This is an optimization exercise on Yosys and OpenROAD, whose aim is small area, not a production implementation.
Function was not checked in any run shown here: the RTL went through the layout flow alone.
No run shown here takes its clock network from TritonCTS; it comes from the design's own scripts or RTL.
No driver is modelled on the clock port, so clock power and skew are understated where the tree is cut down; a real chip needs a root buffer or a tree.
Power and IR drop assume default switching activity.

--- design.v ---
`timescale 1ns / 1ps
module MAGS(
    input [15:0] x,
    input [15:0] y,
    output [15:0] a,
    output [15:0] b,
    output s
    );
wire nz = (|x) & (|y);
assign a = (x[15] ? -x : x) & {16{nz}};
assign b = (y[15] ? -y : y) & {16{nz}};
assign s = (x[15] ^ y[15]) & nz;
endmodule
module ROBA(
    input [15:0] a,
    input [15:0] b,
    input        s,
    output [31:0] p
    );
function [4:0] rexp;
    input [15:0] v;
    integer i;
    reg [15:0] h;      
    reg [3:0] e;
    reg up;
    begin
        h[15] = 1'b1;
        for (i = 14; i >= 0; i = i - 1)
            h[i] = h[i+1] & ~v[i+1];
        e = 4'd0; up = 1'b0;
        for (i = 0; i < 16; i = i + 1)
            if (v[i] & h[i]) e = e | i;
        for (i = 2; i < 16; i = i + 1)
            up = up | (v[i] & h[i] & v[i-1]);
        rexp = {up, e + up};
    end
endfunction
wire [4:0] ra = rexp(a);
wire [4:0] rb = rexp(b);
wire [3:0] ea = ra[3:0];
wire [3:0] eb = rb[3:0];
wire [15:0] hb;      
assign hb[15] = 1'b1;
genvar i;
generate
    for (i = 14; i >= 0; i = i - 1) begin : g_h
        assign hb[i] = hb[i+1] & ~b[i+1];
    end
endgenerate
wire [16:0] d;
generate
    for (i = 0; i < 15; i = i + 1) begin : g_d
        assign d[i] = hb[i] ? rb[4] : b[i];
    end
endgenerate
assign d[15] = rb[4];
assign d[16] = rb[4];
wire [16:0] an = s ? -{1'b0, a} : {1'b0, a};
wire [16:0] dn = d ^ {17{s}};
wire [29:0] t1 = {{13{an[16]}}, an} << eb;
wire [44:0] t2w = {{13{dn[16]}}, dn, {15{s}}} << ea;
wire [29:0] t2 = t2w[44:15];
wire [29:0] lo;
SUMX sum(t1, t2, s, lo);
assign p = {s, s | (a[15] & b[15]), lo};
endmodule
module SUMX(
    input [29:0] t1,
    input [29:0] t2,
    input        s,
    output [29:0] p
    );
assign p = t1 + t2 + s;
endmodule
`timescale 1ns / 1ps
module mult_top(
    input clk,
    input  [15:0] x,
    input  [15:0] y,
    output reg [31:0] p_out
    );
    reg [15:0] X_abs;
    reg [15:0] Y_abs;
    reg        P_sign;
    wire [15:0] xa;
    wire [15:0] ya;
    wire        s;
    wire [31:0] P_vec;
    MAGS mags(x, y, xa, ya, s);
    ROBA mult(X_abs, Y_abs, P_sign, P_vec);
    always @(posedge clk)
    begin
        p_out  <= P_vec;
        X_abs  <= xa;
        Y_abs  <= ya;
        P_sign <= s;
    end
endmodule
--- flow/run.sh ---
#!/bin/bash
# Own area-oriented synthesis (flow/synth.tcl), then the standard layout
# with single-strength port buffers and a small clock tree. Full tool output
# goes to flow.log here; ORFS's per-step logs are under orfs/logs/.
# The adder module keeps the structure Yosys gives it (one mapping pass);
# the rounding and shifting module gets LUT mapping with don't-care
# resynthesis (mfs) before cell mapping; the rest a plain area script. 
# After CTS, flow/clock_tree.tcl replaces TritonCTS's two-level tree with
# four clkbuf_8 leaves driven from the clock port, one per register cluster.
set -euo pipefail
HERE=$(pwd)
export MY_ABC_SCRIPTS="MAGS:$HERE/flow/abc_area.script ROBA:$HERE/flow/abc_mfs.script SUMX:$HERE/flow/abc_keep.script mult_top:$HERE/flow/abc_keep.script"
export MY_CTS_N=4 MY_CTS_CELL=sky130_fd_sc_hd__clkbuf_8 MY_CTS_PORT=clk
export MY_CTS_SLACKCAP=1 MY_CTS_SLEW_LIMIT=0.115
bash standard.sh SYNTH_SCRIPT=$HERE/flow/synth.tcl \
  POST_CTS_TCL=$HERE/flow/clock_tree.tcl \
  "BUFFER_PORTS_ARGS=-buffer_cell sky130_fd_sc_hd__buf_1" \
  "CTS_ARGS=-sink_clustering_enable -repair_clock_nets -dont_use_dummy_load -root_buf sky130_fd_sc_hd__clkbuf_4 -buf_list sky130_fd_sc_hd__clkbuf_4" \
  finish > $HERE/flow.log 2>&1
--- flow/abc_area.script ---
strash
dc2
dch -f
amap
strash
dc2
dch -f
amap
topo
--- flow/abc_keep.script ---
strash
dch -f
amap
topo
--- flow/abc_mfs.script ---
strash
&get -n
&dch -f
&if -K 4 -a
&mfs
&st
&put
dc2
dch -f
amap
strash
dc2
dch -f
amap
topo
--- flow/clock_tree.tcl ---
# After CTS: replace TritonCTS's tree (a root buffer and eight leaf buffers
# for 65 registers) with MY_CTS_N leaf buffers of type MY_CTS_CELL, each
# driving one cluster of registers, all driven straight from the clock port.
# Clusters come from k-means on the registers' positions; each buffer sits at
# its cluster's centroid and is then legalized.
set n_leaf $::env(MY_CTS_N)
set cell $::env(MY_CTS_CELL)
set block [ord::get_db_block]

# registers and their clock pins
set regs {}
foreach inst [$block getInsts] {
  set m [$inst getMaster]
  if { [$m isSequential] } { lappend regs $inst }
}
proc inst_xy { inst } {
  set bb [$inst getBBox]
  return [list [expr {([$bb xMin] + [$bb xMax]) / 2.0}] [expr {([$bb yMin] + [$bb yMax]) / 2.0}]]
}

# k-means, seeded by sorting on angle around the centroid
set cx 0; set cy 0
foreach r $regs { lassign [inst_xy $r] x y; set cx [expr {$cx + $x}]; set cy [expr {$cy + $y}] }
set cx [expr {$cx / [llength $regs]}]; set cy [expr {$cy / [llength $regs]}]
set ang {}
foreach r $regs { lassign [inst_xy $r] x y; lappend ang [list $r [expr {atan2($y - $cy, $x - $cx)}]] }
set ang [lsort -real -index 1 $ang]
set per [expr {int(ceil([llength $regs] / double($n_leaf)))}]
set assign [dict create]
set i 0
foreach e $ang { dict set assign [lindex $e 0] [expr {min($i / $per, $n_leaf - 1)}]; incr i }
for {set it 0} {$it < 20} {incr it} {
  for {set k 0} {$k < $n_leaf} {incr k} { set sx($k) 0.0; set sy($k) 0.0; set sn($k) 0 }
  dict for {r k} $assign { lassign [inst_xy $r] x y; set sx($k) [expr {$sx($k) + $x}]; set sy($k) [expr {$sy($k) + $y}]; incr sn($k) }
  for {set k 0} {$k < $n_leaf} {incr k} {
    if { $sn($k) > 0 } { set mx($k) [expr {$sx($k) / $sn($k)}]; set my($k) [expr {$sy($k) / $sn($k)}] }
  }
  # balanced reassignment: each register to the nearest centroid with room
  set cap [expr {int(ceil([llength $regs] / double($n_leaf))) + $::env(MY_CTS_SLACKCAP)}]
  for {set k 0} {$k < $n_leaf} {incr k} { set cnt($k) 0 }
  set pairs {}
  foreach r $regs {
    lassign [inst_xy $r] x y
    for {set k 0} {$k < $n_leaf} {incr k} { lappend pairs [list $r $k [expr {abs($x - $mx($k)) + abs($y - $my($k))}]] }
  }
  set pairs [lsort -real -index 2 $pairs]
  set new [dict create]
  foreach p $pairs {
    lassign $p r k d
    if { [dict exists $new $r] } continue
    if { $cnt($k) >= $cap } continue
    dict set new $r $k; incr cnt($k)
  }
  set assign $new
}

# the clock port's net
set clk_net [[$block findBTerm $::env(MY_CTS_PORT)] getNet]

# remove TritonCTS's buffers and nets: the buffers reached from the clock
# port through buffers only
set old_bufs {}
set old_nets {}
set todo [list $clk_net]
while { [llength $todo] > 0 } {
  set net [lindex $todo 0]
  set todo [lrange $todo 1 end]
  foreach it [$net getITerms] {
    set inst [$it getInst]
    set mname [[$inst getMaster] getName]
    if { [$it isInputSignal] && [string match "sky130_fd_sc_hd__clkbuf_*" $mname] && [lsearch -exact $old_bufs $inst] < 0 } {
      lappend old_bufs $inst
      set onet [[$inst findITerm X] getNet]
      if { $onet != "NULL" } { lappend old_nets $onet; lappend todo $onet }
    }
  }
}
puts "removing [llength $old_bufs] clock buffers"
foreach b $old_bufs {
  foreach it [$b getITerms] {
    if { [$it getNet] != "NULL" } { $it disconnect }
  }
}
foreach b $old_bufs { odb::dbInst_destroy $b }
foreach net $old_nets { odb::dbNet_destroy $net }

# new leaf buffers and nets
set master [[ord::get_db] findMaster $cell]
for {set k 0} {$k < $n_leaf} {incr k} {
  set b [odb::dbInst_create $block $master "clkleaf_$k"]
  set net [odb::dbNet_create $block "clknet_leaf_$k"]
  $net setSigType CLOCK
  [$b findITerm A] connect $clk_net
  [$b findITerm X] connect $net
  $b setLocation [expr {int($mx($k))}] [expr {int($my($k))}]
  $b setPlacementStatus PLACED
  set leafnet($k) $net
}
dict for {r k} $assign {
  foreach it [$r getITerms] {
    if { [[$it getMTerm] getSigType] == "CLOCK" || [[$it getMTerm] getName] == "CLK" } {
      if { [$it getNet] != "NULL" } { $it disconnect }
      $it connect $leafnet($k)
    }
  }
}
for {set k 0} {$k < $n_leaf} {incr k} { puts "clock leaf $k: $cnt($k) registers" }
detailed_placement
estimate_parasitics -placement
# a leaf whose registers see a slew above MY_CTS_SLEW_LIMIT (ns, placement
# parasitics) gets the next larger buffer
set bigger [dict create sky130_fd_sc_hd__clkbuf_4 sky130_fd_sc_hd__clkbuf_8 sky130_fd_sc_hd__clkbuf_8 sky130_fd_sc_hd__clkbuf_16]
set up 0
for {set k 0} {$k < $n_leaf} {incr k} {
  set b [get_cells clkleaf_$k]
  set mxk 0
  foreach p [get_pins -of_objects [get_nets clknet_leaf_$k] -filter "direction == input"] {
    foreach q {slew_max_rise slew_max_fall} { set v [get_property $p $q]; if { $v > $mxk } { set mxk $v } }
  }
  set c [get_property $b ref_name]
  puts "clock leaf $k: $c, register clock slew $mxk"
  if { $mxk > $::env(MY_CTS_SLEW_LIMIT) && [dict exists $bigger $c] } {
    replace_cell $b [dict get $bigger $c]
    incr up
  }
}
if { $up > 0 } {
  detailed_placement
  estimate_parasitics -placement
}
check_placement -verbose
set mxs 0
foreach r $regs {
  foreach it [$r getITerms] {
    if { [[$it getMTerm] getName] == "CLK" } {
      set p [get_pins [$r getName]/CLK]
      foreach k {slew_max_rise slew_max_fall} { set v [get_property $p $k]; if { $v > $mxs } { set mxs $v } }
    }
  }
}
puts "largest register clock slew (placement parasitics): $mxs"
--- flow/synth.tcl ---
# Area-oriented synthesis: ORFS's synth.tcl without the Kogge-Stone adder map
# and full-adder extraction. The hierarchy is kept through technology mapping
# so that each module gets its own ABC script (MY_ABC_SCRIPTS holds
# module:script pairs), then the design is flattened as the standard
# synthesis does.
proc synth {args} { yosys synth -nofsm -noshare {*}$args }
source $::env(SCRIPTS_DIR)/synth_preamble.tcl
read_checkpoint $::env(RESULTS_DIR)/1_1_yosys_canonicalize.rtlil
hierarchy -check -top $::env(DESIGN_NAME)
synth -run :fine
synth -top $::env(DESIGN_NAME) -run fine:
chformal -remove
delete t:\$print
renames -wire
opt -purge
dfflibmap {*}$lib_args {*}$lib_dont_use_args
opt
setundef -zero
foreach ms $::env(MY_ABC_SCRIPTS) {
  set m [lindex [split $ms :] 0]
  set s [lindex [split $ms :] 1]
  abc -script $s {*}$lib_args {*}$lib_dont_use_args $m
}
# left out here: clear keep_hierarchy, flatten
splitnets
opt_clean -purge
hilomap -singleton -hicell {*}$::env(TIEHI_CELL_AND_PORT) -locell {*}$::env(TIELO_CELL_AND_PORT)
insbuf -buf {*}$::env(MIN_BUF_CELL_AND_PORTS)
tee -o $::env(REPORTS_DIR)/synth_stat.txt stat {*}$lib_args
check -assert -mapped
# left out here: clean up, hide names made inside functions, write 1_2_yosys.v
log_cmd exec cp $::env(SDC_FILE) $::env(RESULTS_DIR)/1_synth.sdc
--- standard.sh ---
#!/bin/bash
# synth_recipe.tcl (not shown) runs the flow's synth.tcl, then flattens the netlist and writes it again
# the make line also repeats each setting of config.mk as NAME=value (left out here)
make -C /OpenROAD-flow-scripts/flow DESIGN_CONFIG=/design/flow/config.mk WORK_HOME=/design/flow/orfs CLKGATE_MAP_FILE= SYNTH_SCRIPT=/design/flow/synth_recipe.tcl "${@:-finish}"
--- config.mk ---
export PLATFORM = sky130hd
export DESIGN_NAME = mult_top
export DESIGN_NICKNAME = mult_top
export VERILOG_FILES = /design/flow/design.v
export SDC_FILE = /design/flow/constraint.sdc
export NUM_CORES = 4
export LEC_CHECK = 0
export CAP_MARGIN = 0
export CELL_PAD_IN_SITES_DETAIL_PLACEMENT = 0
export CELL_PAD_IN_SITES_GLOBAL_PLACEMENT = 0
export CORE_MARGIN = 2
export CORE_UTILIZATION = 70
export GPL_TIMING_DRIVEN = 0
export PLACE_DENSITY = 0.75
export SLEW_MARGIN = 0
--- constraint.sdc ---
create_clock -name core_clock -period 10.0 [get_ports {clk}]
set_input_delay 2.0000 -clock core_clock [delete_from_list [all_inputs] [get_ports {clk}]]
set_output_delay 2.0000 -clock core_clock [all_outputs]
set_load 0.01 [all_outputs]
==> results of run 1 <==
==> final timing paths <==
check | from | cells after the start | end | slack [ns]
min reg2reg | Y_abs[15] | 2 | p_out[30] | 0.59
max reg2reg | Y_abs[14] | 36 | p_out[29] | 0.77
max | Y_abs[14] | 36 | p_out[29] | 0.77
min | Y_abs[15] | 2 | p_out[30] | 0.59
==> kinds of logic after synthesis <==
logic type             after synthesis  synth area share [%]
and+or+nand+nor                    297                  25.1
DFF                                 65                  26.3
buffers and inverters               55                  4.18
AOI/OAI and AO/OA                  375                  44.4
==> cell type report <==
class,instances,area [um2]
buffer,4,55.1
fill,512,1390
inverter,55,210
multi-input combinational,672,3450
sequential,65,1300
tap,96,120
timing repair buffer,66,259
==> power by group through the flow <==
stage          registers, mW  logic [mW]  clock network, mW
6_report               0.345       0.600             0.0963
3_5_place_dp           0.351       0.570                  0
5_1_grt                0.355       0.664              0.106
3_3_place_gp           0.350       0.542                  0
2_1_floorplan          0.376       0.399                  0
==> cell usage in the layout (no fill, tap or decap), types with 3 or more instances in the layout <==
master,n
a211oi_1,29
a21oi_1,55
a21oi_2,3
a22oi_1,4
a31oi_1,6
buf_1,64
clkbuf_8,4
clkinv_1,54
dfxtp_1,65
nand2_1,88
nand2b_1,5
nor2_1,153
nor2b_1,12
nor3_1,13
nor4_1,8
o211ai_1,5
o21ai_0,135
o22ai_1,116
o31ai_1,5
or2_0,3
or3_1,9
==> critical path, delay by kind of cell (launching register included) <==
family	cells	cell delay, ns
and+or+nand+nor	12	2.64
DFF	1	0.35
AOI/OAI and AO/OA	15	4.19
buffers and inverters	9	1.94
==> sequential cells by signal, indices dropped and copies added, names as in the netlist <==
register  count
p_out        32
X_abs        16
Y_abs        16
P_sign        1
==> routing by layer <==
metal,wire length [um],vias up
li1,-,3133
met1,5600,2647
met2,6470,321
met3,923,63
met4,570,0
met5,0,-
==> results.toml, run 1 <==
[status]
status = "timing/DRC/antenna clean"

[power]
total_power_mw = 1.04
powerDensity_mw_per_mm2 = 193
ir_worst_vdd_v = 0.000119
clkPwrFrac_pct = 9.2
switching_share_pct = 47.2
power.leakage_nw = 1.77
power.internal_uw = 550
p_switching_uw = 491
combPwrFrac_pct = 57.6
p_seq_share_pct = 33.2

[finish]
antennaDiodeCount = 0
final_core_util_pct = 79.5
fin_area_mm2 = 0.00540
areaGrowthSynthToFinish_pct = 9.35
drive_above_1_share_pct = 1.39
final_cells = 958
fin_nets = 897

[floorplan]
rows = 30
io_pins = 65
core_area_mm2 = 0.00679
die_h_um = 88.0
start_util_pct = 72.7
fp.dieArea_mm2 = 0.00774
die_x_um = 88.0

[placement]
place.gp.congestion = 1.19
placed_area_mm2 = 0.00532
dp_cells = 954
dp_slack_ns = 0.809
port_buffers = 64
hpwl_um = 10400

[clock_tree]
cts.clk_slew.worst_paths_ns = 0.09
cts_sinks = 65
clkLatencyLatePin_ns = 0.15

[timing]
finalCritPeriodShare_pct = 92.3
hold_viol = 0
slew_viol_final = 0
worstMarginPinSlew_ns = 1.25
finalHoldWorstSlack_ns = 0.589
maxSlewHeadroom_pct = 16.8
finClkSkew_ns = 0.00415
setup_tns_ns = 0
finalSetupViolCount = 0
layout_setup_ws_ns = 0.768
final_period_minus_worst_setup_slack_ns = 9.23
fmax_mhz = 108

[setup_path]
worst_setup_path_start_kind = "flop"
cp_slowest_cell = "a21oi_2"
crit_required_ns = 10.05
critPathKind = "flop to flop"
worst_setup_path_end_kind = "flop"
worst_path_largest_cell_delay_ns = 0.58
worst_ep_arrival_time_ns = 9.28
worstPathMaxFanout = 24

[yosys]
syn_area_mm2 = 0.00494
yosysMostFrequentCell = "nor2_1"
synth_commonest_cells = "nor2_1, o21ai_0, o22ai_1"
synth_nets = 825
ys_async_sr_fraction_pct = 0
synth.area.top_cells = "dfxtp_1, o22ai_1, o21ai_0, nor2_1, nand2_1"
synth_top_area_share_pct = 26.3
synth_largest_area_cell = "dfxtp_1"
syn_inst = 792
synthFlopType = "dfxtp_1"
yosysSeqAreaShare_pct = 26.3
yosys_warnings = 2
synth_seq_cells = 65
synth_edf_count = 0
ys_types = 31
avgSynthCellArea_um2 = 6.24

[global_route]
antenna_found_initial = 0
grt.overflow.total = 0
grt_pass1_wl_um = 22100
use_met1_pct = 40.7
grt_usage_pct = 34.9
grt_pass1_vias = 5106
grt_max_degree = 33
grt-busiest-layer = "met2"
use_met2_pct = 64.3
use_met3_pct = 5.66

[drt]
vias_per_cell = 6.43
antenna_left = 0
wirelength_um = 13600
vias = 6164
first_pass_iters = 5
routedWlPerCell_um = 14.2
dr.first_iter.drc_count = 476
drc = 0

[flow_run]
cap_viol_max_count = 0

[worst_hold_path]
hold_path_class = "flop to flop"
==> run 2: changes to the inputs <==
--- a/design.v
+++ b/design.v
@@ -71,5 +71,15 @@
     output [29:0] p
     );
-assign p = t1 + t2 + s;
+wire [6:0] lo = {1'b0, t1[5:0]} + {1'b0, t2[5:0]} + s;
+ADDHI hi(t1[29:6], t2[29:6], lo[6], p[29:6]);
+assign p[5:0] = lo[5:0];
+endmodule
+module ADDHI(
+    input [23:0] a,
+    input [23:0] b,
+    input        c,
+    output [23:0] s
+    );
+assign s = a + b + c;
 endmodule
 `timescale 1ns / 1ps
--- a/flow/run.sh
+++ b/flow/run.sh
@@ -3,5 +3,6 @@
 # with single-strength port buffers and a small clock tree. Full tool output
 # goes to flow.log here; ORFS's per-step logs are under orfs/logs/.
-# The adder module keeps the structure Yosys gives it (one mapping pass);
+# The adder's low bits ripple (mapped like the rounding logic); its high
+# bits (ADDHI) keep the structure Yosys gives them (one mapping pass);
 # the rounding and shifting module gets LUT mapping with don't-care
 # resynthesis (mfs) before cell mapping; the rest a plain area script. 
@@ -10,5 +11,5 @@
 set -euo pipefail
 HERE=$(pwd)
-export MY_ABC_SCRIPTS="MAGS:$HERE/flow/abc_area.script ROBA:$HERE/flow/abc_mfs.script SUMX:$HERE/flow/abc_keep.script mult_top:$HERE/flow/abc_keep.script"
+export MY_ABC_SCRIPTS="MAGS:$HERE/flow/abc_area.script ROBA:$HERE/flow/abc_mfs.script SUMX:$HERE/flow/abc_mfs.script ADDHI:$HERE/flow/abc_keep.script mult_top:$HERE/flow/abc_keep.script"
 export MY_CTS_N=4 MY_CTS_CELL=sky130_fd_sc_hd__clkbuf_8 MY_CTS_PORT=clk
 export MY_CTS_SLACKCAP=1 MY_CTS_SLEW_LIMIT=0.115
==> run 2 against run 1 <==
Still clean on timing, DRC and antenna. Cell count increased by 0.31%. Register-to-register slack improved by 0.21 ns. Via count increased by 0.76%. Setup slack improved by 0.21 ns. Synthesized cell count decreased by 0.25%. Global-route usage increased by 0.45 points. Wire length increased by 0.85%. Total power about the same. Hold slack got worse by 0.012 ns. First-iteration DRC count increased by 24%. Critical endpoint unchanged.
==> results.toml, run 2 <==
[status]
status = "timing/DRC/antenna clean"

[floorplan]
io_pins = 65
rows = 30
die_x_um = 87.8
core_area_mm2 = 0.00679
start_util_pct = 72.4
fp.dieArea_mm2 = 0.00772
die_h_um = 87.8

[power]
combPwrFrac_pct = 57.0
powerDensity_mw_per_mm2 = 191
power.internal_uw = 552
power.leakage_nw = 1.80
ir_worst_vdd_v = 0.0000971
total_power_mw = 1.04
p_seq_share_pct = 33.3
p_switching_uw = 489
switching_share_pct = 47.0
clkPwrFrac_pct = 9.7

[drt]
first_pass_iters = 7
vias = 6211
antenna_left = 0
dr.first_iter.drc_count = 592
vias_per_cell = 6.46
wirelength_um = 13700
routedWlPerCell_um = 14.2
drc = 0

[finish]
max_flop_register = "p_out"
fin_area_mm2 = 0.00546
antennaDiodeCount = 0
largest_reg_flops = 32
layout_commonest_cell = "nor2_1"
reg_top3 = "p_out: 32 flops, X_abs: 16 flops, Y_abs: 16 flops"
fin_nets = 900
final_core_util_pct = 80.4
areaGrowthSynthToFinish_pct = 11.0
final_cell_mix = "nor2_1, o21ai_0, o22ai_1"
drive_above_1_share_pct = 2.66

[yosys]
synth_nets = 823
yosysMostFrequentCell = "nor2_1"
yosysSeqAreaShare_pct = 26.4
ys_types = 31
synth.area.top_cells = "dfxtp_1, o22ai_1, o21ai_0, nor2_1, a21oi_1"
synth_top_area_share_pct = 26.4
ys_async_sr_fraction_pct = 0
synth_seq_cells = 65
synth_commonest_cells = "nor2_1, o21ai_0, o22ai_1"
syn_inst = 790
syn_area_mm2 = 0.00492
avgSynthCellArea_um2 = 6.23
synth_edf_count = 0
synth_largest_area_cell = "dfxtp_1"
synthFlopType = "dfxtp_1"
yosys_warnings = 2

[timing]
setup_tns_ns = 0
worstMarginPinSlew_ns = 1.28
finalSetupViolCount = 0
finClkSkew_ns = 0.00783
finalHoldWorstSlack_ns = 0.577
slew_viol_final = 0
rsz0062_at_grt = "no"
fmax_mhz = 111
hold_viol = 0
final_period_minus_worst_setup_slack_ns = 9.02
maxSlewHeadroom_pct = 14.8
finalCritPeriodShare_pct = 90.2

[setup_path]
worst_ep_arrival_time_ns = 9.07
path_common_cell = "nor2_1"
cp_slowest_cell = "nor2_1"
critPathKind = "flop to flop"
crit_required_ns = 10.05
worst_setup_path_start_kind = "flop"
worstPathMaxFanout = 24
worst_path_largest_cell_delay_ns = 0.36
worst_setup_path_end_kind = "flop"

[clock_tree]
clkLatencyLatePin_ns = 0.16
cts.clk_slew.worst_paths_ns = 0.10
cts_sinks = 65

[placement]
hpwl_um = 10200
placed_area_mm2 = 0.00531
port_buffers = 64
place.gp.congestion = 1.28

[global_route]
antenna_found_initial = 0
grt_usage_pct = 35.3
grt_max_degree = 34
grt_pass1_vias = 5278
grt.overflow.total = 0
grt_pass1_wl_um = 22500

[flow_run]
cap_viol_max_count = 0

[worst_hold_path]
hold_path_class = "flop to flop"
run 2: cell types whose count changed in the layout (fill, tap and decap cells not counted), moves of 3 or more:
cell,previous run,this run
nor2_1,153,164
and2_0,0,5
nand2_1,88,79
buf_4,1,4
o21ai_0,135,124
run 2: kinds of logic (layout without fill, tap and decap cells):
family,after synthesis,in the layout,share of synthesized area [%]
flops,65,65,26.4
compound gates,365,365,43.4
buf+inv,56,131,4.27
simple gates,304,304,25.9
run 2: area by class of cell:
class                   count  area, um2
flip-flops and latches     65       1300
multi-input cells         669       3480
repair buffers             69        282
repair inverters            2       10.0
fillers                   536       1330
well taps                  96        120
plain buffers               4       55.1
inverters                  56        218
run 2: path summary, 6_finish.rpt:
| kind | from | end | slack (ns) | depth (start not counted) |
|---|---|---|---|---|
| setup / recovery | Y_abs[14] | p_out[29] | 0.98 | 49 |
| hold / removal | X_abs[15] | p_out[30] | 0.58 | 2 |
| setup reg to reg | Y_abs[14] | p_out[29] | 0.98 | 49 |
| hold reg to reg | X_abs[15] | p_out[30] | 0.58 | 2 |
run 2: power by group through the flow:
| stage | logic (mW) | clock network (mW) | registers [mW] |
|---|---|---|---|
| 6_report | 0.594 | 0.101 | 0.346 |
| 5_1_grt | 0.664 | 0.112 | 0.355 |
| 3_5_place_dp | 0.557 | 0 | 0.352 |
| 3_3_place_gp | 0.535 | 0 | 0.350 |
| 2_1_floorplan | 0.393 | 0 | 0.376 |
run 2: per-stage QoR:
stage / std cells / setup WS, ns
floorplan: 790 / 1.91
global placement: 950 / 0.720
detailed placement: 952 / 0.362
global route: 961 / 0.0188
finish: 961 / 0.982
run 2: per-layer routing:
layer	track usage, %	wire (um)	vias to the layer above
met1	42.1	5690	2660
met5	0	0	-
li1	-	-	3131
met2	61.6	6360	348
met3	4.34	903	72
met4	19.2	732	0
run 2: critical path: cells and delay by family (launching register included):
| kind | cells | cell delay, ns |
|---|---|---|
| simple gates | 23 | 3.70 |
| compound gates | 16 | 3.19 |
| buf+inv | 10 | 1.62 |
| flops | 1 | 0.35 |

-- what the ideal ports hide --
In the flow no input, the clock included, has a driving cell. The finished layouts below were timed again as built, in two steps.
Step 1 sets driving cells, clkbuf_16 on the clock port and buf_2 on the other inputs (assumed; they add their load-dependent delay and slew).
Step 2 also shifts input and output timing later by t, the mid clock arrival at the registers, as if the neighbouring blocks saw the same clock.
Three values: ideal, step 1, step 2; two values: the first two.
run	shift t [ns]	setup slack, ns	slew at the worst register clock pin (ns)	cell pins on the clock port's net
run 1	0.222	0.768 / 0.768 / 0.768	0.09 / 0.09	4
run 2	0.220	0.982 / 0.982 / 0.982	0.10 / 0.10	4
After both steps every run listed still meets setup and hold.
